This design comes from an exercise in tuning for small area and a short achievable clock period on the open sky130 flow, not from production work. At most, simulation tests tie the RTL to the original design; equivalence was not proved. The RTL of run 1 was laid out without a check of its function. Power is estimated from default activity; no workload was simulated.

==> flow/design.v <==
module FIRLPF(
       input                     Clock,
       input                     Rst_n,
       input      signed  [31:0] InputData1,
       output     signed  [31:0] OutputData
);
reg [5:0] Count;
always @(posedge Clock or negedge Rst_n)
  if (!Rst_n)             Count <= 6'd0;
  else if (Count < 6'd39) Count <= Count + 6'd1;
  else                    Count <= 6'd0;
reg [22:0] rom;
always @* begin
  case (Count)
    6'd0: rom = 23'b00000001000000100000000;
    6'd1: rom = 23'b00000001000000100000000;
    6'd2: rom = 23'b00000001000000100000000;
    6'd3: rom = 23'b00000000100000000000000;
    6'd4: rom = 23'b00000000000000000000001;
    6'd5: rom = 23'b00000010000000010000000;
    6'd6: rom = 23'b00100000000000100000000;
    6'd7: rom = 23'b00100001000000000000000;
    6'd8: rom = 23'b00000000100000000000010;
    6'd9: rom = 23'b01000001000010000000000;
    6'd10: rom = 23'b00100000100001000000100;
    6'd11: rom = 23'b01001000000011000000010;
    6'd12: rom = 23'b00100000001000010100001;
    6'd13: rom = 23'b00000001010000000000100;
    6'd14: rom = 23'b01001000010001000000001;
    6'd15: rom = 23'b00001000000100010001000;
    6'd16: rom = 23'b00000100000011001000001;
    6'd17: rom = 23'b00100010001000000101000;
    6'd18: rom = 23'b10000000010000010011000;
    6'd19: rom = 23'b00110000010000011000001;
    6'd20: rom = 23'b00110000010000011000001;
    6'd21: rom = 23'b10000000010000010011000;
    6'd22: rom = 23'b00100010001000000101000;
    6'd23: rom = 23'b00000100000011001000001;
    6'd24: rom = 23'b00001000000100010001000;
    6'd25: rom = 23'b01001000010001000000001;
    6'd26: rom = 23'b00000001010000000000100;
    6'd27: rom = 23'b00100000001000010100001;
    6'd28: rom = 23'b01001000000011000000010;
    6'd29: rom = 23'b00100000100001000000100;
    6'd30: rom = 23'b01000001000010000000000;
    6'd31: rom = 23'b00000000100000000000010;
    6'd32: rom = 23'b00100001000000000000000;
    6'd33: rom = 23'b00100000000000100000000;
    6'd34: rom = 23'b00000010000000010000000;
    6'd35: rom = 23'b00000000000000000000001;
    6'd36: rom = 23'b00000000100000000000000;
    6'd37: rom = 23'b00000001000000100000000;
    6'd38: rom = 23'b00000001000000100000000;
    6'd39: rom = 23'b00000001000000100000000;
    default: rom = 23'b0;
  endcase
end
reg [31:0] xr;
reg [22:0] ctl;
always @(posedge Clock) begin
  xr  <= InputData1;
  ctl <= rom;
end
wire [31:0] xo = {~xr[31], xr[30:0]};
wire [3:0] sel0 = ctl[3:0];
wire [2:0] sel1 = ctl[6:4];
wire [2:0] sel2 = ctl[9:7];
wire [3:0] sel3 = ctl[13:10];
wire [5:0] sel4 = ctl[19:14];
wire [2:0] sel5 = ctl[22:20];
wire [31:0] n0_0 = ~xo;
wire [31:0] n0_2 = ~xo;
wire [39:0] row0 = ({40{sel0[0]}} & {7'd0, n0_0, 1'd0})
                   | ({40{sel0[1]}} & {5'd0, xo, 3'd0})
                   | ({40{sel0[2]}} & {2'd0, n0_2, 6'd0})
                   | ({40{sel0[3]}} & {xo[28:0], 11'd0});
wire [39:0] row1 = ({40{sel1[0]}} & {4'd0, xo, 4'd0})
                   | ({40{sel1[1]}} & {1'd0, xo, 7'd0})
                   | ({40{sel1[2]}} & {xo[28:0], 11'd0});
wire [31:0] n2_0 = ~xo;
wire [39:0] row2 = ({40{sel2[0]}} & {8'd0, n2_0})
                   | ({40{sel2[1]}} & {8'd0, xo})
                   | ({40{sel2[2]}} & {xo, 8'd0});
wire [31:0] n3_0 = ~xo;
wire [31:0] n3_1 = ~xo;
wire [39:0] row3 = ({40{sel3[0]}} & {8'd0, n3_0})
                   | ({40{sel3[1]}} & {n3_1, 8'd0})
                   | ({40{sel3[2]}} & {xo[30:0], 9'd0})
                   | ({40{sel3[3]}} & {xo[29:0], 10'd0});
wire [31:0] n4_2 = ~xo;
wire [31:0] n4_3 = ~xo;
wire [39:0] row4 = ({40{sel4[0]}} & {7'd0, xo, 1'd0})
                   | ({40{sel4[1]}} & {6'd0, xo, 2'd0})
                   | ({40{sel4[2]}} & {5'd0, n4_2, 3'd0})
                   | ({40{sel4[3]}} & {3'd0, n4_3, 5'd0})
                   | ({40{sel4[4]}} & {3'd0, xo, 5'd0})
                   | ({40{sel4[5]}} & {2'd0, xo, 6'd0});
wire [31:0] n5_0 = ~xo;
wire [31:0] n5_2 = ~xo;
wire [39:0] row5 = ({40{sel5[0]}} & {4'd0, n5_0, 4'd0})
                   | ({40{sel5[1]}} & {2'd0, xo, 6'd0})
                   | ({40{sel5[2]}} & {1'd0, n5_2, 7'd0});
reg restart;
always @(posedge Clock or negedge Rst_n)
  if (!Rst_n) restart <= 1'b0;
  else        restart <= (Count == 6'd0);
localparam [39:0] K = 40'hbc00000544;
reg [39:0] Ss, Sc;
wire [39:0] ss = restart ? K : Ss;
wire [39:0] sc = restart ? 40'd0 : Sc;
wire f0s = ss[4] ^ sc[4] ^ row0[4];
wire f0c = (ss[4] & sc[4]) | (ss[4] & row0[4]) | (sc[4] & row0[4]);
wire f1s = ss[5] ^ sc[5] ^ row0[5];
wire f1c = (ss[5] & sc[5]) | (ss[5] & row0[5]) | (sc[5] & row0[5]);
wire h2s = row1[5] ^ row2[5];
wire h2c = row1[5] & row2[5];
wire f3s = ss[6] ^ sc[6] ^ row0[6];
wire f3c = (ss[6] & sc[6]) | (ss[6] & row0[6]) | (sc[6] & row0[6]);
wire f4s = row1[6] ^ row2[6] ^ row3[6];
wire f4c = (row1[6] & row2[6]) | (row1[6] & row3[6]) | (row2[6] & row3[6]);
wire f5s = ss[7] ^ sc[7] ^ row0[7];
wire f5c = (ss[7] & sc[7]) | (ss[7] & row0[7]) | (sc[7] & row0[7]);
wire f6s = row1[7] ^ row2[7] ^ row3[7];
wire f6c = (row1[7] & row2[7]) | (row1[7] & row3[7]) | (row2[7] & row3[7]);
wire f7s = ss[8] ^ sc[8] ^ row0[8];
wire f7c = (ss[8] & sc[8]) | (ss[8] & row0[8]) | (sc[8] & row0[8]);
wire f8s = row1[8] ^ row2[8] ^ row3[8];
wire f8c = (row1[8] & row2[8]) | (row1[8] & row3[8]) | (row2[8] & row3[8]);
wire f9s = ss[9] ^ sc[9] ^ row0[9];
wire f9c = (ss[9] & sc[9]) | (ss[9] & row0[9]) | (sc[9] & row0[9]);
wire f10s = row1[9] ^ row2[9] ^ row3[9];
wire f10c = (row1[9] & row2[9]) | (row1[9] & row3[9]) | (row2[9] & row3[9]);
wire f11s = ss[10] ^ sc[10] ^ row0[10];
wire f11c = (ss[10] & sc[10]) | (ss[10] & row0[10]) | (sc[10] & row0[10]);
wire f12s = row1[10] ^ row2[10] ^ row3[10];
wire f12c = (row1[10] & row2[10]) | (row1[10] & row3[10]) | (row2[10] & row3[10]);
wire f13s = ss[11] ^ sc[11] ^ row0[11];
wire f13c = (ss[11] & sc[11]) | (ss[11] & row0[11]) | (sc[11] & row0[11]);
wire f14s = row1[11] ^ row2[11] ^ row3[11];
wire f14c = (row1[11] & row2[11]) | (row1[11] & row3[11]) | (row2[11] & row3[11]);
wire f15s = ss[12] ^ sc[12] ^ row0[12];
wire f15c = (ss[12] & sc[12]) | (ss[12] & row0[12]) | (sc[12] & row0[12]);
wire f16s = row1[12] ^ row2[12] ^ row3[12];
wire f16c = (row1[12] & row2[12]) | (row1[12] & row3[12]) | (row2[12] & row3[12]);
wire f17s = ss[13] ^ sc[13] ^ row0[13];
wire f17c = (ss[13] & sc[13]) | (ss[13] & row0[13]) | (sc[13] & row0[13]);
wire f18s = row1[13] ^ row2[13] ^ row3[13];
wire f18c = (row1[13] & row2[13]) | (row1[13] & row3[13]) | (row2[13] & row3[13]);
wire f19s = ss[14] ^ sc[14] ^ row0[14];
wire f19c = (ss[14] & sc[14]) | (ss[14] & row0[14]) | (sc[14] & row0[14]);
wire f20s = row1[14] ^ row2[14] ^ row3[14];
wire f20c = (row1[14] & row2[14]) | (row1[14] & row3[14]) | (row2[14] & row3[14]);
wire f21s = ss[15] ^ sc[15] ^ row0[15];
wire f21c = (ss[15] & sc[15]) | (ss[15] & row0[15]) | (sc[15] & row0[15]);
wire f22s = row1[15] ^ row2[15] ^ row3[15];
wire f22c = (row1[15] & row2[15]) | (row1[15] & row3[15]) | (row2[15] & row3[15]);
wire f23s = ss[16] ^ sc[16] ^ row0[16];
wire f23c = (ss[16] & sc[16]) | (ss[16] & row0[16]) | (sc[16] & row0[16]);
wire f24s = row1[16] ^ row2[16] ^ row3[16];
wire f24c = (row1[16] & row2[16]) | (row1[16] & row3[16]) | (row2[16] & row3[16]);
wire f25s = ss[17] ^ sc[17] ^ row0[17];
wire f25c = (ss[17] & sc[17]) | (ss[17] & row0[17]) | (sc[17] & row0[17]);
wire f26s = row1[17] ^ row2[17] ^ row3[17];
wire f26c = (row1[17] & row2[17]) | (row1[17] & row3[17]) | (row2[17] & row3[17]);
wire f27s = ss[18] ^ sc[18] ^ row0[18];
wire f27c = (ss[18] & sc[18]) | (ss[18] & row0[18]) | (sc[18] & row0[18]);
wire f28s = row1[18] ^ row2[18] ^ row3[18];
wire f28c = (row1[18] & row2[18]) | (row1[18] & row3[18]) | (row2[18] & row3[18]);
wire f29s = ss[19] ^ sc[19] ^ row0[19];
wire f29c = (ss[19] & sc[19]) | (ss[19] & row0[19]) | (sc[19] & row0[19]);
wire f30s = row1[19] ^ row2[19] ^ row3[19];
wire f30c = (row1[19] & row2[19]) | (row1[19] & row3[19]) | (row2[19] & row3[19]);
wire f31s = ss[20] ^ sc[20] ^ row0[20];
wire f31c = (ss[20] & sc[20]) | (ss[20] & row0[20]) | (sc[20] & row0[20]);
wire f32s = row1[20] ^ row2[20] ^ row3[20];
wire f32c = (row1[20] & row2[20]) | (row1[20] & row3[20]) | (row2[20] & row3[20]);
wire f33s = ss[21] ^ sc[21] ^ row0[21];
wire f33c = (ss[21] & sc[21]) | (ss[21] & row0[21]) | (sc[21] & row0[21]);
wire f34s = row1[21] ^ row2[21] ^ row3[21];
wire f34c = (row1[21] & row2[21]) | (row1[21] & row3[21]) | (row2[21] & row3[21]);
wire f35s = ss[22] ^ sc[22] ^ row0[22];
wire f35c = (ss[22] & sc[22]) | (ss[22] & row0[22]) | (sc[22] & row0[22]);
wire f36s = row1[22] ^ row2[22] ^ row3[22];
wire f36c = (row1[22] & row2[22]) | (row1[22] & row3[22]) | (row2[22] & row3[22]);
wire f37s = ss[23] ^ sc[23] ^ row0[23];
wire f37c = (ss[23] & sc[23]) | (ss[23] & row0[23]) | (sc[23] & row0[23]);
wire f38s = row1[23] ^ row2[23] ^ row3[23];
wire f38c = (row1[23] & row2[23]) | (row1[23] & row3[23]) | (row2[23] & row3[23]);
wire f39s = ss[24] ^ sc[24] ^ row0[24];
wire f39c = (ss[24] & sc[24]) | (ss[24] & row0[24]) | (sc[24] & row0[24]);
wire f40s = row1[24] ^ row2[24] ^ row3[24];
wire f40c = (row1[24] & row2[24]) | (row1[24] & row3[24]) | (row2[24] & row3[24]);
wire f41s = ss[25] ^ sc[25] ^ row0[25];
wire f41c = (ss[25] & sc[25]) | (ss[25] & row0[25]) | (sc[25] & row0[25]);
wire f42s = row1[25] ^ row2[25] ^ row3[25];
wire f42c = (row1[25] & row2[25]) | (row1[25] & row3[25]) | (row2[25] & row3[25]);
wire f43s = ss[26] ^ sc[26] ^ row0[26];
wire f43c = (ss[26] & sc[26]) | (ss[26] & row0[26]) | (sc[26] & row0[26]);
wire f44s = row1[26] ^ row2[26] ^ row3[26];
wire f44c = (row1[26] & row2[26]) | (row1[26] & row3[26]) | (row2[26] & row3[26]);
wire f45s = ss[27] ^ sc[27] ^ row0[27];
wire f45c = (ss[27] & sc[27]) | (ss[27] & row0[27]) | (sc[27] & row0[27]);
wire f46s = row1[27] ^ row2[27] ^ row3[27];
wire f46c = (row1[27] & row2[27]) | (row1[27] & row3[27]) | (row2[27] & row3[27]);
wire f47s = ss[28] ^ sc[28] ^ row0[28];
wire f47c = (ss[28] & sc[28]) | (ss[28] & row0[28]) | (sc[28] & row0[28]);
wire f48s = row1[28] ^ row2[28] ^ row3[28];
wire f48c = (row1[28] & row2[28]) | (row1[28] & row3[28]) | (row2[28] & row3[28]);
wire f49s = ss[29] ^ sc[29] ^ row0[29];
wire f49c = (ss[29] & sc[29]) | (ss[29] & row0[29]) | (sc[29] & row0[29]);
wire f50s = row1[29] ^ row2[29] ^ row3[29];
wire f50c = (row1[29] & row2[29]) | (row1[29] & row3[29]) | (row2[29] & row3[29]);
wire f51s = ss[30] ^ sc[30] ^ row0[30];
wire f51c = (ss[30] & sc[30]) | (ss[30] & row0[30]) | (sc[30] & row0[30]);
wire f52s = row1[30] ^ row2[30] ^ row3[30];
wire f52c = (row1[30] & row2[30]) | (row1[30] & row3[30]) | (row2[30] & row3[30]);
wire f53s = ss[31] ^ sc[31] ^ row0[31];
wire f53c = (ss[31] & sc[31]) | (ss[31] & row0[31]) | (sc[31] & row0[31]);
wire f54s = row1[31] ^ row2[31] ^ row3[31];
wire f54c = (row1[31] & row2[31]) | (row1[31] & row3[31]) | (row2[31] & row3[31]);
wire f55s = ss[32] ^ sc[32] ^ row0[32];
wire f55c = (ss[32] & sc[32]) | (ss[32] & row0[32]) | (sc[32] & row0[32]);
wire f56s = row1[32] ^ row2[32] ^ row3[32];
wire f56c = (row1[32] & row2[32]) | (row1[32] & row3[32]) | (row2[32] & row3[32]);
wire f57s = ss[33] ^ sc[33] ^ row0[33];
wire f57c = (ss[33] & sc[33]) | (ss[33] & row0[33]) | (sc[33] & row0[33]);
wire f58s = row1[33] ^ row2[33] ^ row3[33];
wire f58c = (row1[33] & row2[33]) | (row1[33] & row3[33]) | (row2[33] & row3[33]);
wire f59s = ss[34] ^ sc[34] ^ row0[34];
wire f59c = (ss[34] & sc[34]) | (ss[34] & row0[34]) | (sc[34] & row0[34]);
wire f60s = row1[34] ^ row2[34] ^ row3[34];
wire f60c = (row1[34] & row2[34]) | (row1[34] & row3[34]) | (row2[34] & row3[34]);
wire f61s = ss[35] ^ sc[35] ^ row0[35];
wire f61c = (ss[35] & sc[35]) | (ss[35] & row0[35]) | (sc[35] & row0[35]);
wire f62s = row1[35] ^ row2[35] ^ row3[35];
wire f62c = (row1[35] & row2[35]) | (row1[35] & row3[35]) | (row2[35] & row3[35]);
wire f63s = ss[36] ^ sc[36] ^ row0[36];
wire f63c = (ss[36] & sc[36]) | (ss[36] & row0[36]) | (sc[36] & row0[36]);
wire f64s = row1[36] ^ row2[36] ^ row3[36];
wire f64c = (row1[36] & row2[36]) | (row1[36] & row3[36]) | (row2[36] & row3[36]);
wire f65s = ss[37] ^ sc[37] ^ row0[37];
wire f65c = (ss[37] & sc[37]) | (ss[37] & row0[37]) | (sc[37] & row0[37]);
wire f66s = row1[37] ^ row2[37] ^ row3[37];
wire f66c = (row1[37] & row2[37]) | (row1[37] & row3[37]) | (row2[37] & row3[37]);
wire f67s = ss[38] ^ sc[38] ^ row0[38];
wire f67c = (ss[38] & sc[38]) | (ss[38] & row0[38]) | (sc[38] & row0[38]);
wire h68s = row1[38] ^ row2[38];
wire h68c = row1[38] & row2[38];
wire f69s = ss[39] ^ sc[39] ^ row0[39];
wire f69c = (ss[39] & sc[39]) | (ss[39] & row0[39]) | (sc[39] & row0[39]);
wire f70s = ss[1] ^ sc[1] ^ row0[1];
wire f70c = (ss[1] & sc[1]) | (ss[1] & row0[1]) | (sc[1] & row0[1]);
wire f71s = ss[2] ^ sc[2] ^ row0[2];
wire f71c = (ss[2] & sc[2]) | (ss[2] & row0[2]) | (sc[2] & row0[2]);
wire h72s = row2[2] ^ row3[2];
wire h72c = row2[2] & row3[2];
wire f73s = ss[3] ^ sc[3] ^ row0[3];
wire f73c = (ss[3] & sc[3]) | (ss[3] & row0[3]) | (sc[3] & row0[3]);
wire f74s = row2[3] ^ row3[3] ^ row4[3];
wire f74c = (row2[3] & row3[3]) | (row2[3] & row4[3]) | (row3[3] & row4[3]);
wire f75s = row1[4] ^ row2[4] ^ row3[4];
wire f75c = (row1[4] & row2[4]) | (row1[4] & row3[4]) | (row2[4] & row3[4]);
wire f76s = row4[4] ^ row5[4] ^ f0s;
wire f76c = (row4[4] & row5[4]) | (row4[4] & f0s) | (row5[4] & f0s);
wire f77s = row3[5] ^ row4[5] ^ row5[5];
wire f77c = (row3[5] & row4[5]) | (row3[5] & row5[5]) | (row4[5] & row5[5]);
wire f78s = h2s ^ f0c ^ f1s;
wire f78c = (h2s & f0c) | (h2s & f1s) | (f0c & f1s);
wire f79s = row4[6] ^ row5[6] ^ h2c;
wire f79c = (row4[6] & row5[6]) | (row4[6] & h2c) | (row5[6] & h2c);
wire f80s = f1c ^ f3s ^ f4s;
wire f80c = (f1c & f3s) | (f1c & f4s) | (f3s & f4s);
wire f81s = row4[7] ^ row5[7] ^ f3c;
wire f81c = (row4[7] & row5[7]) | (row4[7] & f3c) | (row5[7] & f3c);
wire f82s = f4c ^ f5s ^ f6s;
wire f82c = (f4c & f5s) | (f4c & f6s) | (f5s & f6s);
wire f83s = row4[8] ^ row5[8] ^ f5c;
wire f83c = (row4[8] & row5[8]) | (row4[8] & f5c) | (row5[8] & f5c);
wire f84s = f6c ^ f7s ^ f8s;
wire f84c = (f6c & f7s) | (f6c & f8s) | (f7s & f8s);
wire f85s = row4[9] ^ row5[9] ^ f7c;
wire f85c = (row4[9] & row5[9]) | (row4[9] & f7c) | (row5[9] & f7c);
wire f86s = f8c ^ f9s ^ f10s;
wire f86c = (f8c & f9s) | (f8c & f10s) | (f9s & f10s);
wire f87s = row4[10] ^ row5[10] ^ f9c;
wire f87c = (row4[10] & row5[10]) | (row4[10] & f9c) | (row5[10] & f9c);
wire f88s = f10c ^ f11s ^ f12s;
wire f88c = (f10c & f11s) | (f10c & f12s) | (f11s & f12s);
wire f89s = row4[11] ^ row5[11] ^ f11c;
wire f89c = (row4[11] & row5[11]) | (row4[11] & f11c) | (row5[11] & f11c);
wire f90s = f12c ^ f13s ^ f14s;
wire f90c = (f12c & f13s) | (f12c & f14s) | (f13s & f14s);
wire f91s = row4[12] ^ row5[12] ^ f13c;
wire f91c = (row4[12] & row5[12]) | (row4[12] & f13c) | (row5[12] & f13c);
wire f92s = f14c ^ f15s ^ f16s;
wire f92c = (f14c & f15s) | (f14c & f16s) | (f15s & f16s);
wire f93s = row4[13] ^ row5[13] ^ f15c;
wire f93c = (row4[13] & row5[13]) | (row4[13] & f15c) | (row5[13] & f15c);
wire f94s = f16c ^ f17s ^ f18s;
wire f94c = (f16c & f17s) | (f16c & f18s) | (f17s & f18s);
wire f95s = row4[14] ^ row5[14] ^ f17c;
wire f95c = (row4[14] & row5[14]) | (row4[14] & f17c) | (row5[14] & f17c);
wire f96s = f18c ^ f19s ^ f20s;
wire f96c = (f18c & f19s) | (f18c & f20s) | (f19s & f20s);
wire f97s = row4[15] ^ row5[15] ^ f19c;
wire f97c = (row4[15] & row5[15]) | (row4[15] & f19c) | (row5[15] & f19c);
wire f98s = f20c ^ f21s ^ f22s;
wire f98c = (f20c & f21s) | (f20c & f22s) | (f21s & f22s);
wire f99s = row4[16] ^ row5[16] ^ f21c;
wire f99c = (row4[16] & row5[16]) | (row4[16] & f21c) | (row5[16] & f21c);
wire f100s = f22c ^ f23s ^ f24s;
wire f100c = (f22c & f23s) | (f22c & f24s) | (f23s & f24s);
wire f101s = row4[17] ^ row5[17] ^ f23c;
wire f101c = (row4[17] & row5[17]) | (row4[17] & f23c) | (row5[17] & f23c);
wire f102s = f24c ^ f25s ^ f26s;
wire f102c = (f24c & f25s) | (f24c & f26s) | (f25s & f26s);
wire f103s = row4[18] ^ row5[18] ^ f25c;
wire f103c = (row4[18] & row5[18]) | (row4[18] & f25c) | (row5[18] & f25c);
wire f104s = f26c ^ f27s ^ f28s;
wire f104c = (f26c & f27s) | (f26c & f28s) | (f27s & f28s);
wire f105s = row4[19] ^ row5[19] ^ f27c;
wire f105c = (row4[19] & row5[19]) | (row4[19] & f27c) | (row5[19] & f27c);
wire f106s = f28c ^ f29s ^ f30s;
wire f106c = (f28c & f29s) | (f28c & f30s) | (f29s & f30s);
wire f107s = row4[20] ^ row5[20] ^ f29c;
wire f107c = (row4[20] & row5[20]) | (row4[20] & f29c) | (row5[20] & f29c);
wire f108s = f30c ^ f31s ^ f32s;
wire f108c = (f30c & f31s) | (f30c & f32s) | (f31s & f32s);
wire f109s = row4[21] ^ row5[21] ^ f31c;
wire f109c = (row4[21] & row5[21]) | (row4[21] & f31c) | (row5[21] & f31c);
wire f110s = f32c ^ f33s ^ f34s;
wire f110c = (f32c & f33s) | (f32c & f34s) | (f33s & f34s);
wire f111s = row4[22] ^ row5[22] ^ f33c;
wire f111c = (row4[22] & row5[22]) | (row4[22] & f33c) | (row5[22] & f33c);
wire f112s = f34c ^ f35s ^ f36s;
wire f112c = (f34c & f35s) | (f34c & f36s) | (f35s & f36s);
wire f113s = row4[23] ^ row5[23] ^ f35c;
wire f113c = (row4[23] & row5[23]) | (row4[23] & f35c) | (row5[23] & f35c);
wire f114s = f36c ^ f37s ^ f38s;
wire f114c = (f36c & f37s) | (f36c & f38s) | (f37s & f38s);
wire f115s = row4[24] ^ row5[24] ^ f37c;
wire f115c = (row4[24] & row5[24]) | (row4[24] & f37c) | (row5[24] & f37c);
wire f116s = f38c ^ f39s ^ f40s;
wire f116c = (f38c & f39s) | (f38c & f40s) | (f39s & f40s);
wire f117s = row4[25] ^ row5[25] ^ f39c;
wire f117c = (row4[25] & row5[25]) | (row4[25] & f39c) | (row5[25] & f39c);
wire f118s = f40c ^ f41s ^ f42s;
wire f118c = (f40c & f41s) | (f40c & f42s) | (f41s & f42s);
wire f119s = row4[26] ^ row5[26] ^ f41c;
wire f119c = (row4[26] & row5[26]) | (row4[26] & f41c) | (row5[26] & f41c);
wire f120s = f42c ^ f43s ^ f44s;
wire f120c = (f42c & f43s) | (f42c & f44s) | (f43s & f44s);
wire f121s = row4[27] ^ row5[27] ^ f43c;
wire f121c = (row4[27] & row5[27]) | (row4[27] & f43c) | (row5[27] & f43c);
wire f122s = f44c ^ f45s ^ f46s;
wire f122c = (f44c & f45s) | (f44c & f46s) | (f45s & f46s);
wire f123s = row4[28] ^ row5[28] ^ f45c;
wire f123c = (row4[28] & row5[28]) | (row4[28] & f45c) | (row5[28] & f45c);
wire f124s = f46c ^ f47s ^ f48s;
wire f124c = (f46c & f47s) | (f46c & f48s) | (f47s & f48s);
wire f125s = row4[29] ^ row5[29] ^ f47c;
wire f125c = (row4[29] & row5[29]) | (row4[29] & f47c) | (row5[29] & f47c);
wire f126s = f48c ^ f49s ^ f50s;
wire f126c = (f48c & f49s) | (f48c & f50s) | (f49s & f50s);
wire f127s = row4[30] ^ row5[30] ^ f49c;
wire f127c = (row4[30] & row5[30]) | (row4[30] & f49c) | (row5[30] & f49c);
wire f128s = f50c ^ f51s ^ f52s;
wire f128c = (f50c & f51s) | (f50c & f52s) | (f51s & f52s);
wire f129s = row4[31] ^ row5[31] ^ f51c;
wire f129c = (row4[31] & row5[31]) | (row4[31] & f51c) | (row5[31] & f51c);
wire f130s = f52c ^ f53s ^ f54s;
wire f130c = (f52c & f53s) | (f52c & f54s) | (f53s & f54s);
wire f131s = row4[32] ^ row5[32] ^ f53c;
wire f131c = (row4[32] & row5[32]) | (row4[32] & f53c) | (row5[32] & f53c);
wire f132s = f54c ^ f55s ^ f56s;
wire f132c = (f54c & f55s) | (f54c & f56s) | (f55s & f56s);
wire f133s = row4[33] ^ row5[33] ^ f55c;
wire f133c = (row4[33] & row5[33]) | (row4[33] & f55c) | (row5[33] & f55c);
wire f134s = f56c ^ f57s ^ f58s;
wire f134c = (f56c & f57s) | (f56c & f58s) | (f57s & f58s);
wire f135s = row4[34] ^ row5[34] ^ f57c;
wire f135c = (row4[34] & row5[34]) | (row4[34] & f57c) | (row5[34] & f57c);
wire f136s = f58c ^ f59s ^ f60s;
wire f136c = (f58c & f59s) | (f58c & f60s) | (f59s & f60s);
wire f137s = row4[35] ^ row5[35] ^ f59c;
wire f137c = (row4[35] & row5[35]) | (row4[35] & f59c) | (row5[35] & f59c);
wire f138s = f60c ^ f61s ^ f62s;
wire f138c = (f60c & f61s) | (f60c & f62s) | (f61s & f62s);
wire f139s = row4[36] ^ row5[36] ^ f61c;
wire f139c = (row4[36] & row5[36]) | (row4[36] & f61c) | (row5[36] & f61c);
wire f140s = f62c ^ f63s ^ f64s;
wire f140c = (f62c & f63s) | (f62c & f64s) | (f63s & f64s);
wire f141s = row4[37] ^ row5[37] ^ f63c;
wire f141c = (row4[37] & row5[37]) | (row4[37] & f63c) | (row5[37] & f63c);
wire f142s = f64c ^ f65s ^ f66s;
wire f142c = (f64c & f65s) | (f64c & f66s) | (f65s & f66s);
wire f143s = row3[38] ^ row5[38] ^ h68s;
wire f143c = (row3[38] & row5[38]) | (row3[38] & h68s) | (row5[38] & h68s);
wire f144s = f65c ^ f66c ^ f67s;
wire f144c = (f65c & f66c) | (f65c & f67s) | (f66c & f67s);
wire f145s = row1[39] ^ row2[39] ^ row3[39];
wire f145c = (row1[39] & row2[39]) | (row1[39] & row3[39]) | (row2[39] & row3[39]);
wire f146s = h68c ^ f67c ^ f69s;
wire f146c = (h68c & f67c) | (h68c & f69s) | (f67c & f69s);
wire h147s = ss[0] ^ sc[0];
wire h147c = ss[0] & sc[0];
wire f148s = row2[1] ^ row3[1] ^ row4[1];
wire f148c = (row2[1] & row3[1]) | (row2[1] & row4[1]) | (row3[1] & row4[1]);
wire f149s = row4[2] ^ h72s ^ f70c;
wire f149c = (row4[2] & h72s) | (row4[2] & f70c) | (h72s & f70c);
wire f150s = h72c ^ f71c ^ f73s;
wire f150c = (h72c & f71c) | (h72c & f73s) | (f71c & f73s);
wire f151s = f73c ^ f74c ^ f75s;
wire f151c = (f73c & f74c) | (f73c & f75s) | (f74c & f75s);
wire f152s = f75c ^ f77s ^ f76c;
wire f152c = (f75c & f77s) | (f75c & f76c) | (f77s & f76c);
wire f153s = f77c ^ f79s ^ f78c;
wire f153c = (f77c & f79s) | (f77c & f78c) | (f79s & f78c);
wire f154s = f79c ^ f80c ^ f81s;
wire f154c = (f79c & f80c) | (f79c & f81s) | (f80c & f81s);
wire f155s = f81c ^ f82c ^ f83s;
wire f155c = (f81c & f82c) | (f81c & f83s) | (f82c & f83s);
wire f156s = f83c ^ f84c ^ f85s;
wire f156c = (f83c & f84c) | (f83c & f85s) | (f84c & f85s);
wire f157s = f85c ^ f86c ^ f87s;
wire f157c = (f85c & f86c) | (f85c & f87s) | (f86c & f87s);
wire f158s = f87c ^ f88c ^ f89s;
wire f158c = (f87c & f88c) | (f87c & f89s) | (f88c & f89s);
wire f159s = f89c ^ f90c ^ f91s;
wire f159c = (f89c & f90c) | (f89c & f91s) | (f90c & f91s);
wire f160s = f91c ^ f92c ^ f93s;
wire f160c = (f91c & f92c) | (f91c & f93s) | (f92c & f93s);
wire f161s = f93c ^ f94c ^ f95s;
wire f161c = (f93c & f94c) | (f93c & f95s) | (f94c & f95s);
wire f162s = f95c ^ f96c ^ f97s;
wire f162c = (f95c & f96c) | (f95c & f97s) | (f96c & f97s);
wire f163s = f97c ^ f98c ^ f99s;
wire f163c = (f97c & f98c) | (f97c & f99s) | (f98c & f99s);
wire f164s = f99c ^ f100c ^ f101s;
wire f164c = (f99c & f100c) | (f99c & f101s) | (f100c & f101s);
wire f165s = f101c ^ f102c ^ f103s;
wire f165c = (f101c & f102c) | (f101c & f103s) | (f102c & f103s);
wire f166s = f103c ^ f104c ^ f105s;
wire f166c = (f103c & f104c) | (f103c & f105s) | (f104c & f105s);
wire f167s = f105c ^ f106c ^ f107s;
wire f167c = (f105c & f106c) | (f105c & f107s) | (f106c & f107s);
wire f168s = f107c ^ f108c ^ f109s;
wire f168c = (f107c & f108c) | (f107c & f109s) | (f108c & f109s);
wire f169s = f109c ^ f110c ^ f111s;
wire f169c = (f109c & f110c) | (f109c & f111s) | (f110c & f111s);
wire f170s = f111c ^ f112c ^ f113s;
wire f170c = (f111c & f112c) | (f111c & f113s) | (f112c & f113s);
wire f171s = f113c ^ f114c ^ f115s;
wire f171c = (f113c & f114c) | (f113c & f115s) | (f114c & f115s);
wire f172s = f115c ^ f116c ^ f117s;
wire f172c = (f115c & f116c) | (f115c & f117s) | (f116c & f117s);
wire f173s = f117c ^ f118c ^ f119s;
wire f173c = (f117c & f118c) | (f117c & f119s) | (f118c & f119s);
wire f174s = f119c ^ f120c ^ f121s;
wire f174c = (f119c & f120c) | (f119c & f121s) | (f120c & f121s);
wire f175s = f121c ^ f122c ^ f123s;
wire f175c = (f121c & f122c) | (f121c & f123s) | (f122c & f123s);
wire f176s = f123c ^ f124c ^ f125s;
wire f176c = (f123c & f124c) | (f123c & f125s) | (f124c & f125s);
wire f177s = f125c ^ f126c ^ f127s;
wire f177c = (f125c & f126c) | (f125c & f127s) | (f126c & f127s);
wire f178s = f127c ^ f128c ^ f129s;
wire f178c = (f127c & f128c) | (f127c & f129s) | (f128c & f129s);
wire f179s = f129c ^ f130c ^ f131s;
wire f179c = (f129c & f130c) | (f129c & f131s) | (f130c & f131s);
wire f180s = f131c ^ f132c ^ f133s;
wire f180c = (f131c & f132c) | (f131c & f133s) | (f132c & f133s);
wire f181s = f133c ^ f134c ^ f135s;
wire f181c = (f133c & f134c) | (f133c & f135s) | (f134c & f135s);
wire f182s = f135c ^ f136c ^ f137s;
wire f182c = (f135c & f136c) | (f135c & f137s) | (f136c & f137s);
wire f183s = f137c ^ f138c ^ f139s;
wire f183c = (f137c & f138c) | (f137c & f139s) | (f138c & f139s);
wire f184s = f139c ^ f140c ^ f141s;
wire f184c = (f139c & f140c) | (f139c & f141s) | (f140c & f141s);
wire f185s = f143s ^ f141c ^ f142c;
wire f185c = (f143s & f141c) | (f143s & f142c) | (f141c & f142c);
wire f186s = f145s ^ f143c ^ f144c;
wire f186c = (f145s & f143c) | (f145s & f144c) | (f143c & f144c);
wire h187s = h147s ^ row2[0];
wire h187c = h147s & row2[0];
wire f188s = h147c ^ f70s ^ f148s;
wire f188c = (h147c & f70s) | (h147c & f148s) | (f70s & f148s);
wire f189s = f148c ^ f71s ^ f149s;
wire f189c = (f148c & f71s) | (f148c & f149s) | (f71s & f149s);
wire f190s = f74s ^ f149c ^ f150s;
wire f190c = (f74s & f149c) | (f74s & f150s) | (f149c & f150s);
wire f191s = f150c ^ f76s ^ f151s;
wire f191c = (f150c & f76s) | (f150c & f151s) | (f76s & f151s);
wire f192s = f151c ^ f78s ^ f152s;
wire f192c = (f151c & f78s) | (f151c & f152s) | (f78s & f152s);
wire f193s = f80s ^ f152c ^ f153s;
wire f193c = (f80s & f152c) | (f80s & f153s) | (f152c & f153s);
wire f194s = f82s ^ f153c ^ f154s;
wire f194c = (f82s & f153c) | (f82s & f154s) | (f153c & f154s);
wire f195s = f84s ^ f154c ^ f155s;
wire f195c = (f84s & f154c) | (f84s & f155s) | (f154c & f155s);
wire f196s = f86s ^ f155c ^ f156s;
wire f196c = (f86s & f155c) | (f86s & f156s) | (f155c & f156s);
wire f197s = f88s ^ f156c ^ f157s;
wire f197c = (f88s & f156c) | (f88s & f157s) | (f156c & f157s);
wire f198s = f90s ^ f157c ^ f158s;
wire f198c = (f90s & f157c) | (f90s & f158s) | (f157c & f158s);
wire f199s = f92s ^ f158c ^ f159s;
wire f199c = (f92s & f158c) | (f92s & f159s) | (f158c & f159s);
wire f200s = f94s ^ f159c ^ f160s;
wire f200c = (f94s & f159c) | (f94s & f160s) | (f159c & f160s);
wire f201s = f96s ^ f160c ^ f161s;
wire f201c = (f96s & f160c) | (f96s & f161s) | (f160c & f161s);
wire f202s = f98s ^ f161c ^ f162s;
wire f202c = (f98s & f161c) | (f98s & f162s) | (f161c & f162s);
wire f203s = f100s ^ f162c ^ f163s;
wire f203c = (f100s & f162c) | (f100s & f163s) | (f162c & f163s);
wire f204s = f102s ^ f163c ^ f164s;
wire f204c = (f102s & f163c) | (f102s & f164s) | (f163c & f164s);
wire f205s = f104s ^ f164c ^ f165s;
wire f205c = (f104s & f164c) | (f104s & f165s) | (f164c & f165s);
wire f206s = f106s ^ f165c ^ f166s;
wire f206c = (f106s & f165c) | (f106s & f166s) | (f165c & f166s);
wire f207s = f108s ^ f166c ^ f167s;
wire f207c = (f108s & f166c) | (f108s & f167s) | (f166c & f167s);
wire f208s = f110s ^ f167c ^ f168s;
wire f208c = (f110s & f167c) | (f110s & f168s) | (f167c & f168s);
wire f209s = f112s ^ f168c ^ f169s;
wire f209c = (f112s & f168c) | (f112s & f169s) | (f168c & f169s);
wire f210s = f114s ^ f169c ^ f170s;
wire f210c = (f114s & f169c) | (f114s & f170s) | (f169c & f170s);
wire f211s = f116s ^ f170c ^ f171s;
wire f211c = (f116s & f170c) | (f116s & f171s) | (f170c & f171s);
wire f212s = f118s ^ f171c ^ f172s;
wire f212c = (f118s & f171c) | (f118s & f172s) | (f171c & f172s);
wire f213s = f120s ^ f172c ^ f173s;
wire f213c = (f120s & f172c) | (f120s & f173s) | (f172c & f173s);
wire f214s = f122s ^ f173c ^ f174s;
wire f214c = (f122s & f173c) | (f122s & f174s) | (f173c & f174s);
wire f215s = f124s ^ f174c ^ f175s;
wire f215c = (f124s & f174c) | (f124s & f175s) | (f174c & f175s);
wire f216s = f126s ^ f175c ^ f176s;
wire f216c = (f126s & f175c) | (f126s & f176s) | (f175c & f176s);
wire f217s = f128s ^ f176c ^ f177s;
wire f217c = (f128s & f176c) | (f128s & f177s) | (f176c & f177s);
wire f218s = f130s ^ f177c ^ f178s;
wire f218c = (f130s & f177c) | (f130s & f178s) | (f177c & f178s);
wire f219s = f132s ^ f178c ^ f179s;
wire f219c = (f132s & f178c) | (f132s & f179s) | (f178c & f179s);
wire f220s = f134s ^ f179c ^ f180s;
wire f220c = (f134s & f179c) | (f134s & f180s) | (f179c & f180s);
wire f221s = f136s ^ f180c ^ f181s;
wire f221c = (f136s & f180c) | (f136s & f181s) | (f180c & f181s);
wire f222s = f138s ^ f181c ^ f182s;
wire f222c = (f138s & f181c) | (f138s & f182s) | (f181c & f182s);
wire f223s = f140s ^ f182c ^ f183s;
wire f223c = (f140s & f182c) | (f140s & f183s) | (f182c & f183s);
wire f224s = f142s ^ f183c ^ f184s;
wire f224c = (f142s & f183c) | (f142s & f184s) | (f183c & f184s);
wire f225s = f144s ^ f184c ^ f185s;
wire f225c = (f144s & f184c) | (f144s & f185s) | (f184c & f185s);
wire f226s = f146s ^ f185c ^ f186s;
wire f226c = (f146s & f185c) | (f146s & f186s) | (f185c & f186s);
always @(posedge Clock) begin
  Ss <= {f225c, f224c, f223c, f222c, f221c, f220c, f219c, f218c, f217c, f216c, f215c, f214c, f213c, f212c, f211c, f210c, f209c, f208c, f207c, f206c, f205c, f204c, f203c, f202c, f201c, f200c, f199c, f198c, f197c, f196c, f195c, f194c, f193c, f192c, f191c, f190c, f189c, f188c, h187c, row3[0]};
  Sc <= {f226s, f225s, f224s, f223s, f222s, f221s, f220s, f219s, f218s, f217s, f216s, f215s, f214s, f213s, f212s, f211s, f210s, f209s, f208s, f207s, f206s, f205s, f204s, f203s, f202s, f201s, f200s, f199s, f198s, f197s, f196s, f195s, f194s, f193s, f192s, f191s, f190s, f189s, f188s, h187s};
end
wire [39:0] Ssum = Ss + Sc;
wire [24:0] Sfin = Ssum[39:15];
reg [3:0] nins;
always @(posedge Clock or negedge Rst_n)
  if (!Rst_n)                        nins <= 4'd0;
  else if (restart && nins != 4'd10) nins <= nins + 4'd1;
reg [24:0] R0, R1, R2, R3, R4, R5, R6, R7, R8;
always @(posedge Clock) begin
  R0 <= restart ? Sfin : R8;
  R1 <= R0; R2 <= R1; R3 <= R2; R4 <= R3;
  R5 <= R4; R6 <= R5; R7 <= R6; R8 <= R7;
end
reg upd;
always @(posedge Clock or negedge Rst_n)
  if (!Rst_n) upd <= 1'b0;
  else        upd <= (Count == 6'd39);
reg addv, subv;
always @(posedge Clock or negedge Rst_n)
  if (!Rst_n) begin
    addv <= 1'b0;
    subv <= 1'b0;
  end else begin
    addv <= (nins >= 4'd2);
    subv <= (nins == 4'd10);
  end
wire [24:0] add = addv ? R2 : 25'd0;
wire [24:0] sub = subv ? R7 : 25'd0;
reg  [27:0] U;
always @(posedge Clock or negedge Rst_n)
  if (!Rst_n)   U <= 28'd0;
  else if (upd) U <= U + {{3{add[24]}}, add} - {{3{sub[24]}}, sub};
assign OutputData = {{7{U[27]}}, U[27:3]};
endmodule
==> flow/run.sh <==
#!/bin/bash
# synth_recipe.tcl (not shown) runs the flow's synth.tcl, then flattens the netlist and writes it again
# the make line also repeats each setting of config.mk as NAME=value (left out here)
make -C /OpenROAD-flow-scripts/flow DESIGN_CONFIG=/design/flow/config.mk WORK_HOME=/design/flow/orfs CLKGATE_MAP_FILE= SYNTH_SCRIPT=/design/flow/synth_recipe.tcl finish
==> flow/config.mk <==
export PLATFORM = sky130hd
export DESIGN_NAME = FIRLPF
export DESIGN_NICKNAME = FIRLPF
export VERILOG_FILES = /design/flow/design.v
export SDC_FILE = /design/flow/constraint.sdc
export NUM_CORES = 4
export LEC_CHECK = 0
export ABC_CLOCK_PERIOD_IN_PS = 3000
export CAP_MARGIN = 20
export CELL_PAD_IN_SITES_DETAIL_PLACEMENT = 1
export CORE_MARGIN = 2
export CORE_UTILIZATION = 30
export PLACE_DENSITY = 0.5
export SLEW_MARGIN = 20
==> flow/constraint.sdc <==
create_clock -name core_clock -period 11.0 [get_ports {Clock}]
set_input_delay 2.2000 -clock core_clock [delete_from_list [all_inputs] [get_ports {Clock}]]
set_output_delay 2.2000 -clock core_clock [all_outputs]
set_load 0.01 [all_outputs]
==> impl_metrics.yaml, run 1 <==
clock_network:
  clk_latency_ns: 0.60
  cts_buffers: 46
  cts.clk_slew.worst_paths_ns: 0.06
  post_cts_buffers: 0
  root_buffer: "clkbuf_16"
  htreeDepth: 2
  ctsResizeCount: 0
  holdBufCountCts: 0
  cts.sinks: 400
  clock_path_buffers: 3
  cts_tree: "done"
sta:
  finalHoldViolCount: 0
  setup_viol: 0
  maxSlewViolCount: 0
  whs_ns: 0.320
  min_period_ns: 4.21
  fin_crit_sh: 0.383
  fin_skew_ns: 0.0279
  slew_headroom: 0.341
  tns_ns: 0
  final.setup.worst_slack_ns: 6.79
  fmax_mhz: 237
  worst_pin_slew_ns: 0.988
  rsz0062_at_grt: "false"
global_route:
  grt-ovfl-total: 0
  grt_max_degree: 113
  grt_antenna_before_repair: 1
  grt_pass1_wl_um: 106000
  grt_util_all_layers: 0.161
  grt_pass1_vias: 18700
place:
  portBuffers: 65
  post-dp-hpwl_um: 47600
  dp_slack_ns: 6.71
  place_congestion: 0.882
run:
  maxCapViolations: 0
yosys:
  synthesis.nets: 2770
  synth_top_cell_by_area: "dfxtp_1"
  synth_seq_area_share: 0.347
  synth_edf_count: 0
  ys_top_cells_by_area: "dfxtp_1 30%, fa_1 21%, inv_1 5.6%, ha_1 4.6%, dfrtp_1 4.4%"
  synthesis.area_um2: 23700
  syn_area_per_cell_um2: 9.84
  ys_seq_elements: 400
  yosys.cell_types.count: 70
  ys_async_sr_fraction: 0.105
  syn_inst: 2405
  ys.flop_type: "dfxtp_1"
  synth_top_area_share: 0.303
  synth_warnings: 1
worst_setup_path:
  cp_max_fo: 25
  required_ns: 11.52
  cp_data_arrival_time_ns: 4.73
  r2r_slack_ns: 6.79
  critPathCaptureType: "register"
  path_cells: "nand2_1, fa_1, inv_1, ha_1, a2111oi_2, o21ai_1, or3b_1, o21ai_2, o41a_1, a21oi_2, o21bai_1, or4b_1, nand4_1"
  crit_type: "reg2reg"
  critical_path.slowest_cell: "dfrtp_1"
  cp-start-kind: "register"
  cpPeakStageDelay_ns: 0.85
  crit_buf_inv: 1
  critical-path-top-delay-family: "compound AO/OA/AOI/OAI gates"
drt:
  wl_um: 65000
  drc: 0
  drt-initial-drc-count: 1329
  detailedRoute.firstPassIterationCount: 14
  num_vias: 17000
  via_per_inst: 4.99
  ant_nets: 0
  wl_per_cell_um: 19.0
power:
  ir_drop_uv: 111
  p_leak_nw: 11.4
  power_density_nw_per_um2: 225
final_layout:
  layout_common_cells: "351 x dfxtp_1, 351 x inv_1, 244 x fa_1, 207 x nand2_1, 98 x o21ai_0"
  area_delta_synth_final_pct: 12.1
  drive_gt1_frac: 0.0665
  n_antenna_cell: 0
  nFillCells: 8729
  nNetsFinal: 2703
worst_hold_path:
  hold_class: "reg2reg"
run_status:
  status: "no timing/DRC/antenna violations"
floorplanning:
  start_util: 0.304
  coreArea_um2: 77700
  rows: 102
  dieHeight_um: 285
  pin_count: 66
  die_area_um2: 81100
  die_x_um: 285
-- worst register-to-register path: cells and delay by family, from the launching register on --
kind | cells | cell delay, ns
adder cells (fa/ha/maj) | 2 | 0.94
buffers and inverters | 1 | 0.04
AND/OR/NAND/NOR | 4 | 1.03
AO/OA/AOI/OAI | 6 | 1.28
flip-flops | 1 | 0.85
-- synthesized netlist by cell type (4+ instances only) --
cell type and count:
a211oi_1 11, o211ai_1 36, mux2i_1 39, fa_1 244, and2_1 38, nor2b_1 42
a221oi_1 53, nand3b_1 4, ha_1 87, a31o_2 4, dfrtp_1 42, or2_2 6
clkinv_1 4, clkbuf_1 148, xnor2_1 36, a22oi_1 31, nand4_1 20, dfxtp_1 358
o21ai_0 98, nor3_1 11, o31ai_1 4, nand2b_1 67, mux2_2 33, nand3_1 24
buf_1 16, a222oi_1 63, a21o_1 22, buf_4 32, a31oi_1 9, o21bai_1 7
a21oi_1 61, o21a_1 4, xor2_1 22, o22ai_1 9, nor2_1 77, o221ai_1 4
a221o_1 28, and3_1 6, nand2_1 207, inv_1 351
-- path summary, 6_finish.rpt --
path                              from  endpoint  cells after the start
max in group asynchronous        Rst_n       upd                      2
min in group asynchronous        Rst_n  Count[1]                      2
worst max register to register    addv     U[27]                     13
worst max-delay path              addv     U[27]                     13
worst min register to register  R6[14]    R7[14]                      0
worst min-delay path            R6[14]    R7[14]                      0
-- metal layers --
metal | global-route usage | wire length (um)
met2 | 0.251 | 28500
met5 | 0 | 0
met3 | 0.0301 | 4490
met1 | 0.226 | 30000
met4 | 0.0538 | 2060
-- per-stage QoR --
step                      power, W  std cells  cell area, um2  utilization
after floorplan            0.00369       2405           23700            -
after global placement     0.00427       3330           24900        0.320
after detailed placement   0.00442       3330           24900        0.320
after CTS                  0.00609       3415           26500        0.341
after global routing       0.00655       3415           26500        0.341
final                      0.00597       3415           26500        0.341
-- layout make-up --
class / instances / area [um2] / area share
clock buffers: 54 / 1230 / 0.0465
clock inverters: 31 / 397 / 0.0150
inverters: 356 / 1340 / 0.0504
multi-input cells: 1452 / 13200 / 0.499
flip-flops and latches: 400 / 8230 / 0.310
well taps: 1040 / 1300 / 0.0491
repair buffers: 82 / 777 / 0.0293
-- logic make-up after synthesis --
logic type / Yosys count / synth area share
buffers and inverters: 553 / 0.0931
AND/OR/NAND/NOR: 521 / 0.107
multiplexers: 72 / 0.0322
AO/OA/AOI/OAI: 470 / 0.146
flip-flops: 400 / 0.347
XOR/XNOR: 58 / 0.0215
adder cells (fa/ha/maj): 331 / 0.252
-- where the power goes --
| part | switching, W | total (W) | internal (W) |
|---|---|---|---|
| Sequential | 0.000189 | 0.00190 | 0.00171 |
| Clock | 0.000658 | 0.00162 | 0.000961 |
| Combinational | 0.00143 | 0.00245 | 0.00102 |
-- flip-flops by register name, summed over array words and instances, names as in the netlist, 21 cells and up --
register	cells
R6	25
ctl	21
R1	25
xr	32
R8	25
R7	25
U	28
Sc	40
R0	25
R5	25
R4	25
R3	25
R2	25
Ss	40
==> run 2: changes to the inputs <==
--- a/flow/design.v
+++ b/flow/design.v
@@ -100,14 +100,19 @@
 wire [39:0] row5 = ({40{sel5[0]}} & {4'd0, n5_0, 4'd0})
                    | ({40{sel5[1]}} & {2'd0, xo, 6'd0})
                    | ({40{sel5[2]}} & {1'd0, n5_2, 7'd0});
-reg restart;
+reg restart, restart_n, restart_s;
 always @(posedge Clock or negedge Rst_n)
   if (!Rst_n) restart <= 1'b0;
   else        restart <= (Count == 6'd0);
+always @(posedge Clock)
+  restart_n <= (Count == 6'd0);
+always @(posedge Clock or negedge Rst_n)
+  if (!Rst_n) restart_s <= 1'b1;
+  else        restart_s <= (Count == 6'd0);
 localparam [39:0] K = 40'hbc00000544;
 reg [39:0] Ss, Sc;
-wire [39:0] ss = restart ? K : Ss;
-wire [39:0] sc = restart ? 40'd0 : Sc;
+wire [39:0] ss = restart_s ? K : Ss;
+wire [39:0] sc = restart_n ? 40'd0 : Sc;
 wire f0s = ss[4] ^ sc[4] ^ row0[4];
 wire f0c = (ss[4] & sc[4]) | (ss[4] & row0[4]) | (sc[4] & row0[4]);
 wire f1s = ss[5] ^ sc[5] ^ row0[5];
@@ -568,13 +573,13 @@
 end
 wire [39:0] Ssum = Ss + Sc;
 wire [24:0] Sfin = Ssum[39:15];
-reg [3:0] nins;
+reg [1:0] nins;
 always @(posedge Clock or negedge Rst_n)
-  if (!Rst_n)                        nins <= 4'd0;
-  else if (restart && nins != 4'd10) nins <= nins + 4'd1;
+  if (!Rst_n)                       nins <= 2'd0;
+  else if (restart && nins != 2'd2) nins <= nins + 2'd1;
 reg [24:0] R0, R1, R2, R3, R4, R5, R6, R7, R8;
 always @(posedge Clock) begin
-  R0 <= restart ? Sfin : R8;
+  R0 <= restart ? (nins == 2'd0 ? 25'd0 : Sfin) : (nins == 2'd2 ? R8 : 25'd0);
   R1 <= R0; R2 <= R1; R3 <= R2; R4 <= R3;
   R5 <= R4; R6 <= R5; R7 <= R6; R8 <= R7;
 end
@@ -582,20 +587,9 @@
 always @(posedge Clock or negedge Rst_n)
   if (!Rst_n) upd <= 1'b0;
   else        upd <= (Count == 6'd39);
-reg addv, subv;
-always @(posedge Clock or negedge Rst_n)
-  if (!Rst_n) begin
-    addv <= 1'b0;
-    subv <= 1'b0;
-  end else begin
-    addv <= (nins >= 4'd2);
-    subv <= (nins == 4'd10);
-  end
-wire [24:0] add = addv ? R2 : 25'd0;
-wire [24:0] sub = subv ? R7 : 25'd0;
 reg  [27:0] U;
 always @(posedge Clock or negedge Rst_n)
   if (!Rst_n)   U <= 28'd0;
-  else if (upd) U <= U + {{3{add[24]}}, add} - {{3{sub[24]}}, sub};
+  else if (upd) U <= U + {{3{R2[24]}}, R2} - {{3{R7[24]}}, R7};
 assign OutputData = {{7{U[27]}}, U[27:3]};
 endmodule
==> run 2 against run 1 <==
Via count up 1.6%; combinational power is 9.4% lower; cell area decreased by 0.63%; hold slack better by 0.00081 ns; fmax grew 5.2%.
==> impl_metrics.yaml, run 2 <==
final_layout:
  nFillCells: 8889
  layout_common_cells: "380 x inv_1, 356 x dfxtp_1, 244 x fa_1, 207 x nand2_1, 102 x o21ai_0"
  area_delta_synth_final_pct: 12.0
  drive_gt1_frac: 0.0553
  postLayoutCellArea_um2: 26300
  multi_input_area_um2: 13000
  reg.largest.list: "Sc: 40 flops, Ss: 40 flops, xr: 32 flops"
  seq_area_um2: 8170
  final_common_cell: "inv_1"
  fin_cells: 3426
  nNetsFinal: 2714
floorplanning:
  pin_count: 66
  coreArea_um2: 77600
  die_area_um2: 80700
  dieHeight_um: 284
  die_x_um: 284
  rows: 102
  start_util: 0.303
worst_setup_path:
  path_cells: "inv_1, nand2_1, o211ai_1, fa_1, inv_1, fa_1, fa_1, inv_1, fa_1"
  cp-start-kind: "register"
  crit_path_frequent_cell: "fa_1"
  critical_path.slowest_cell: "dfxtp_1"
  cp_data_arrival_time_ns: 4.47
  critPathCaptureType: "register"
  required_ns: 11.47
  cpPeakStageDelay_ns: 0.93
  cp_max_fo: 18
  crit_type: "reg2reg"
sta:
  worst_pin_slew_ns: 1.05
  tns_ns: 0
  rsz0062_at_grt: "false"
  maxSlewViolCount: 0
  slew_headroom: 0.299
  fin_crit_sh: 0.364
  finalHoldViolCount: 0
  min_period_ns: 4.00
  setup_viol: 0
  fmax_mhz: 250
  fin_skew_ns: 0.0233
drt:
  drt-initial-drc-count: 1555
  wl_per_cell_um: 20.2
  ant_nets: 0
  drc: 0
  wl_um: 69100
  top_layer_used: "met4"
  wl_met3_um: 5010
  via_per_inst: 5.05
  num_vias: 17300
  route.met2.wl_um: 30200
  wl_met1_um: 32000
  detailedRoute.firstPassIterationCount: 7
clock_network:
  root_buffer: "clkbuf_16"
  cts_buffers: 46
  holdBufCountCts: 0
  post_cts_buffers: 0
  cts.clk_slew.worst_paths_ns: 0.06
  clk_latency_ns: 0.60
  cts.sinks: 398
  clock_path_buffers: 3
  htreeDepth: 2
  ctsResizeCount: 0
  cts_tree: "done"
yosys:
  synthesis.nets: 2779
  syn_inst: 2414
  ys.flop_type: "dfxtp_1"
  ys_seq_elements: 398
  synthTopCellsByCount: "380 x inv_1, 359 x dfxtp_1, 244 x fa_1"
  ys_top_cells_by_area: "dfxtp_1 31%, fa_1 21%, inv_1 6.1%, ha_1 4.6%, dfrtp_1 4.0%"
  synth_warnings: 1
  ys_async_sr_fraction: 0.0980
  synth_top_cell_by_area: "dfxtp_1"
  synth_edf_count: 0
  synth_seq_area_share: 0.347
  synthesis.area_um2: 23500
  yosys.cell_types.count: 77
  syn_area_per_cell_um2: 9.75
  synth_top_area_share: 0.305
  yosysMostFrequentCell: "inv_1"
power:
  p_comb_frac: 0.394
  swShare: 0.384
  ir_drop_uv: 115
  pwr-share-seq: 0.328
  power_density_nw_per_um2: 214
  p_leak_nw: 11.3
  p_sw_w: 0.00217
  cellInternalPower_w: 0.00347
  p_clk_frac: 0.277
place:
  place_inst: 3341
  place_congestion: 0.849
  portBuffers: 65
  post-dp-hpwl_um: 50200
  post_dp_cell_area_um2: 24800
global_route:
  grt-ovfl-total: 0
  grt_antenna_before_repair: 1
  grt_pass1_wl_um: 111000
  grt_pass1_vias: 19200
  grt_util_all_layers: 0.171
  grt_max_degree: 60
run_status:
  status: "no timing/DRC/antenna violations"
worst_hold_path:
  hold_class: "reg2reg"
run:
  maxCapViolations: 0
==> run 2: kinds of logic after synthesis <==
group | share of synthesized area
XOR/XNOR | 0.0197
buffers and inverters | 0.0986
AND/OR/NAND/NOR | 0.104
AO/OA/AOI/OAI | 0.153
flip-flops | 0.347
adder cells (fa/ha/maj) | 0.254
multiplexers | 0.0233
==> run 2: layer usage <==
layer	vias up	global-route usage
met5	-	0
met2	621	0.267
met3	120	0.0375
met1	8712	0.237
met4	0	0.0536
li1	7865	-
==> run 2: final timing paths <==
kind,start,to,slack [ns],cells after the start
min,R4[8],R5[8],0.32,0
min reg2reg,R4[8],R5[8],0.32,0
min in group asynchronous,Rst_n,nins[1],1.70,2
max,xr[9],Sc[18],7.00,9
max in group asynchronous,Rst_n,upd,8.83,2
max reg2reg,xr[9],Sc[18],7.00,9
==> run 2: area by class of cell <==
type | count | share of cell area
diodes | 1 | 0.0000950
clock buffers | 61 | 0.0489
clock inverters | 23 | 0.0103
inverters | 384 | 0.0547
multi-input cells | 1430 | 0.495
flip-flops and latches | 398 | 0.310
well taps | 1040 | 0.0494
repair buffers | 89 | 0.0313
==> run 2: per-stage QoR <==
| stage | hold WS (ns) | power, W | setup WS, ns | util |
|---|---|---|---|---|
| 6_report | 0.321 | 0.00564 | 7.00 | 0.340 |
| 5_1_grt | 0.329 | 0.00615 | 6.90 | 0.340 |
| 4_1_cts | 0.320 | 0.00573 | 7.04 | 0.340 |
| 3_5_place_dp | 0.313 | 0.00412 | 7.06 | 0.319 |
| 3_3_place_gp | 0.309 | 0.00398 | 7.01 | 0.319 |
| 2_1_floorplan | 0.310 | 0.00342 | 7.70 | - |
==> run 2: worst max-delay path, delay by kind of cell (launching register included) <==
kind            cells  cell delay (ns)
flops               1             0.93
fa+ha+maj           4             2.09
simple gates        1             0.17
compound gates      1             0.14
buf+inv             3             0.55
==> run 2: power by group through the flow <==
stage / logic [W] / clock network [W] / registers (W)
after global routing: 0.00260 / 0.00167 / 0.00188
after floorplan: 0.00164 / 0 / 0.00178
after global placement: 0.00210 / 0 / 0.00188
after CTS: 0.00226 / 0.00162 / 0.00185
after detailed placement: 0.00224 / 0 / 0.00188
final: 0.00222 / 0.00156 / 0.00185

## separate check: timing with driven ports
The flow's constraints put no driver on any port. The routed layouts listed below were extracted and timed again, unchanged, in two steps. Step 1: set_driving_cell puts a clkbuf_16 on Clock and a buf_2 on each other input, an assumption about the parent block. Step 2 times the ports against the registers' clock, not the clock port: input delays grow and output delays shrink by t, the midpoint of the rising clock arrivals with the driver on. a / b / c = ideal / step 1 / step 2; a / b = the first two.
run	t (ns)	setup WS [ns]	hold slack, ns	worst setup path at the end
run 1	0.648	6.789 / 6.789 / 6.789	0.320 / 0.320 / 0.320	register to register
run 2	0.653	6.998 / 6.998 / 6.998	0.321 / 0.321 / 0.321	register to register
After both steps every run listed still meets setup and hold.
